What follows belongs to an exercise in optimizing a design on an open flow for small area, a short achievable clock period and few clock cycles per item; a production flow would make more cautious choices.
RTL that was checked went through simulation tests only; none was proved equivalent to the original.
Power and IR drop assume default switching activity.

wip/cedar:
Design Neuron, start of the top module:
module Neuron (
 input clk,
 input GlobalReset,             
 input Input_Valid,             
 input [11:0] Bias,             
 output Idle,
 input [335:0] Row_Wgt,         
 input [27:0] Row_Pix,          
 output Row_Ready,              
 output [18:0] NeuronOutput,
 output OutputReady);
Size in the first run: about 1100 cells after synthesis, about 400 I/O pins, roughly 0.012 sq mm of cells after synthesis.
Settings: LEC_CHECK=0, CAP_MARGIN=20, CORE_MARGIN=2, CORE_UTILIZATION=40, PLACE_DENSITY=0.6, SETUP_SLACK_MARGIN=0.5, SLEW_MARGIN=20, SYNTH_HIERARCHICAL=1, SYNTH_MINIMUM_KEEP_SIZE=0; clock period 4.0 ns.
standard.sh (not shown) runs the stock make flow with config.mk's settings and CLKGATE_MAP_FILE= SYNTH_SCRIPT=/design/flow/synth_recipe.tcl, a recipe that flattens the netlist after the stock synthesis.
==> flow/flow/run.sh <==
#!/bin/bash
# The standard layout (the standard.sh: standard synthesis, then ORFS to
# finish), with the ports buffered by sky130_fd_sc_hd__buf_1 cells instead of
# the delay buffers buffer_ports picks by default. Make's output goes to
# flow.log; each ORFS step keeps its own log under orfs/logs/.
set -euo pipefail
bash standard.sh "BUFFER_PORTS_ARGS=-buffer_cell sky130_fd_sc_hd__buf_1" finish > flow.log 2>&1
wip/cedar ran to completion and came out clean on the timing, design-rule and antenna checks.
Testbench counts of wip/cedar, summed over its fixed seeds: cycles 5,768, items 192.
--- input diff wip/cedar..wip/nickel ---
Settings: swapping 0.5 for 1.1 in SETUP_SLACK_MARGIN.
[summary]
wip/nickel and wip/cedar all finish clean.
Compared with wip/cedar, wip/nickel shows pin count of the biggest net entering global routing that has gone up by more than half.
Summary of wip/nickel over wip/cedar: time the worst path needs with I/O delays and setup lost 0.15 ns, number of iterations in the first detailed-routing pass shows an increase of 1, worst clock skew on the final layout went down by 0.0064 ns, end-of-flow core utilization shows an increase of 4.5 points.
Setup changes, wip/nickel to wip/lagoon
Settings: SETUP_SLACK_MARGIN now 1.4, was 1.1.
Notes after the runs:
wip/lagoon: all stages complete, timing, DRC and antenna checks passed. Delta (wip/lagoon minus wip/nickel): via count has increased, setup slack has increased. Per the comparison of wip/lagoon with wip/nickel, number of gates resized after CTS rose by 353, routed wire length rose by about 3.5%, hold slack fell by 0.011 ns, minimum clock period fell by 0.075 ns. Fraction of met2 tracks used by global routing was higher in the run labelled wip/lagoon. wip/lagoon can be clocked faster than wip/nickel. Measured against wip/nickel, the power of wip/lagoon comes out at 1.07 times the reference value.
Input changes introduced in wip/umber (baseline for comparison: wip/lagoon):
Settings: SETUP_SLACK_MARGIN changed from 1.4 to 0.8.
[summary]
Taking wip/lagoon as the reference point, the buffering stage count on the worst path with inverters included of wip/umber falls by 1.
The relative contribution of the clock network to total power in wip/umber was higher than what wip/lagoon gave.
Re final critical-path share of the clock period: wip/lagoon and wip/umber aren't equal, and the lower value belongs to wip/lagoon.
Run comparison: wip/lagoon worst-path cell with the longest stage delay sky130_fd_sc_hd__fa_2; wip/umber worst-path cell with the longest stage delay sky130_fd_sc_hd__fa_1
wip/umber against wip/lagoon: area of the die level; data arrival at the endpoint of the critical path +0.19 ns; routed wire length -11 mm.
Final cell count without fillers: wip/umber < wip/lagoon

Neuron, a different RTL version from the one above (not shown whole).
Size in the first run: ~1100 cells after synthesis, ~400 I/O pins, about 13000 um2 of cells after synthesis.
Design Neuron, start of the top module:
module Neuron (
 input clk,
 input GlobalReset,             
 input Input_Valid,             
 input [11:0] Bias,             
 output Idle,
 input [335:0] Row_Wgt,         
 input [27:0] Row_Pix,          
 output Row_Ready,              
 output [18:0] NeuronOutput,
 output OutputReady);
clock: 4.0 ns
lec_check: 0
cap_margin: 20
core_margin: 2
core_utilization: 40
place_density: 0.6
setup_slack_margin: 0.8
slew_margin: 20
synth_hierarchical: 1
synth_minimum_keep_size: 0
Scripts as last shown in full above: flow/flow/run.sh
Testbench counts at the start, summed over its fixed seeds: cycles 5,576, items 192.
Edit:
Settings changed: SETUP_SLACK_MARGIN 0.8 to unset.
What happened: The changed run ran to the end with no violations; total power decreases by 3.3%; area after synthesis does not change; worst setup slack loses 0.23 ns; global-route usage decreases by 0.83 points; wire length decreases by 3.4%; sequential power hardly moves; synthesized cell count stays the same; combinational power decreases by about 5%; die area does not change.
Edit:
Settings changed: ABC_CLOCK_PERIOD_IN_PS set to 1500.
After rerunning:
- The changed run completed with no timing, DRC or antenna violations
- first-iteration DRC count does not change
- cell count stays the same
- power does not change
- clock power is about the same
- final area is unchanged
- global-route usage stays the same
- hold slack stays the same
- sequential share of layout area stays the same
- routed wire length stays the same
- clock-buffer cell count does not change
- synthesized cell count is unchanged

Neuron, a different RTL version from the one above (not shown whole).
Size in the first run: about 1,200 cells after synthesis, roughly 13,000 µm² of cells after synthesis.
Settings: LEC_CHECK=0, CAP_MARGIN=20, CORE_MARGIN=2, CORE_UTILIZATION=40, PLACE_DENSITY=0.6, SLEW_MARGIN=20, SYNTH_HIERARCHICAL=1, SYNTH_MINIMUM_KEEP_SIZE=0; clock period 4.0 ns.
run.sh (not shown) runs the stock make flow with config.mk's settings and CLKGATE_MAP_FILE= SYNTH_SCRIPT=/design/flow/synth_recipe.tcl, a recipe that flattens the netlist after the stock synthesis.
Stock flow here: none of the scripts above is used.
The first run went through all stages and came out clean.
Then changed:
==> flow/flow/run.sh (new file) <==
#!/bin/bash
# The standard layout (the standard.sh: standard synthesis, then ORFS to
# finish), with the ports buffered by sky130_fd_sc_hd__buf_1 cells instead of
# the delay buffers buffer_ports picks by default. Make's output goes to
# flow.log; each ORFS step keeps its own log under orfs/logs/.
set -euo pipefail
bash standard.sh "BUFFER_PORTS_ARGS=-buffer_cell sky130_fd_sc_hd__buf_1" finish > flow.log 2>&1
==> flow/standard.sh (new file) <==
#!/bin/bash
# synth_recipe.tcl (not shown) runs the flow's synth.tcl, then flattens the netlist and writes it again
# the make line also repeats each setting of config.mk as NAME=value (left out here)
make -C /OpenROAD-flow-scripts/flow DESIGN_CONFIG=/design/flow/config.mk WORK_HOME=/design/flow/orfs CLKGATE_MAP_FILE= SYNTH_SCRIPT=/design/flow/synth_recipe.tcl "${@:-finish}"
- SETUP_SLACK_MARGIN: unset -> 0.8
removed: flow/run.sh
Core utilization falls by 4.2 points.
Global-route usage rose by 0.28 points.
Worst setup slack gains 530 ps.
Wire length went up by about 5%.
No functional check of the RTL was part of any run of this note.

afterwards: timing with drivers on the ports:
Ports are ideal in the flow. The routed layouts listed here were re-timed in OpenROAD. Step 1, drivers: a clkbuf_16 drives clk and a buf_2 each remaining input, both assumed. Step 2 also shifts input and output timing later by t, the mid clock arrival at the registers, as if the neighbouring blocks saw the same clock. a / b / c = no drivers / after step 1 / after step 2; a / b = the first two.
| run | shift t [ns] | slack for setup (ns) | worst hold slack (ns) |
|---|---|---|---|
| wip/cedar | 0.462 | 0.869 / 0.894 / 0.433 | 0.364 / 0.342 / 0.450 |
| wip/nickel | 0.459 | 1.021 / 1.041 / 0.582 | 0.338 / 0.319 / 0.464 |
| wip/lagoon | 0.468 | 1.095 / 1.076 / 0.609 | 0.327 / 0.305 / 0.465 |
| wip/umber | 0.464 | 0.896 / 0.919 / 0.455 | 0.344 / 0.318 / 0.446 |
| the first run of note 2 | 0.463 | 0.741 / 0.700 / 0.487 | 0.358 / 0.340 / 0.475 |
| the second run of note 2 | 0.460 | 0.515 / 0.474 / 0.485 | 0.355 / 0.337 / 0.474 |
| the third run of note 2 | 0.460 | 0.515 / 0.474 / 0.485 | 0.355 / 0.337 / 0.474 |
| the first run of note 3 | 0.453 | 0.212 / 0.171 / -0.136 | 0.493 / 0.493 / 0.493 |
| the second run of note 3 | 0.460 | 0.743 / 0.735 / 0.295 | 0.323 / 0.305 / 0.493 |
With both steps, setup timing fails in the first run of note 3, where it was met with ideal ports. For wip/lagoon, which loses most, drivers alone change the setup slack by -0.019 ns; drivers and shift together by -0.486 ns.
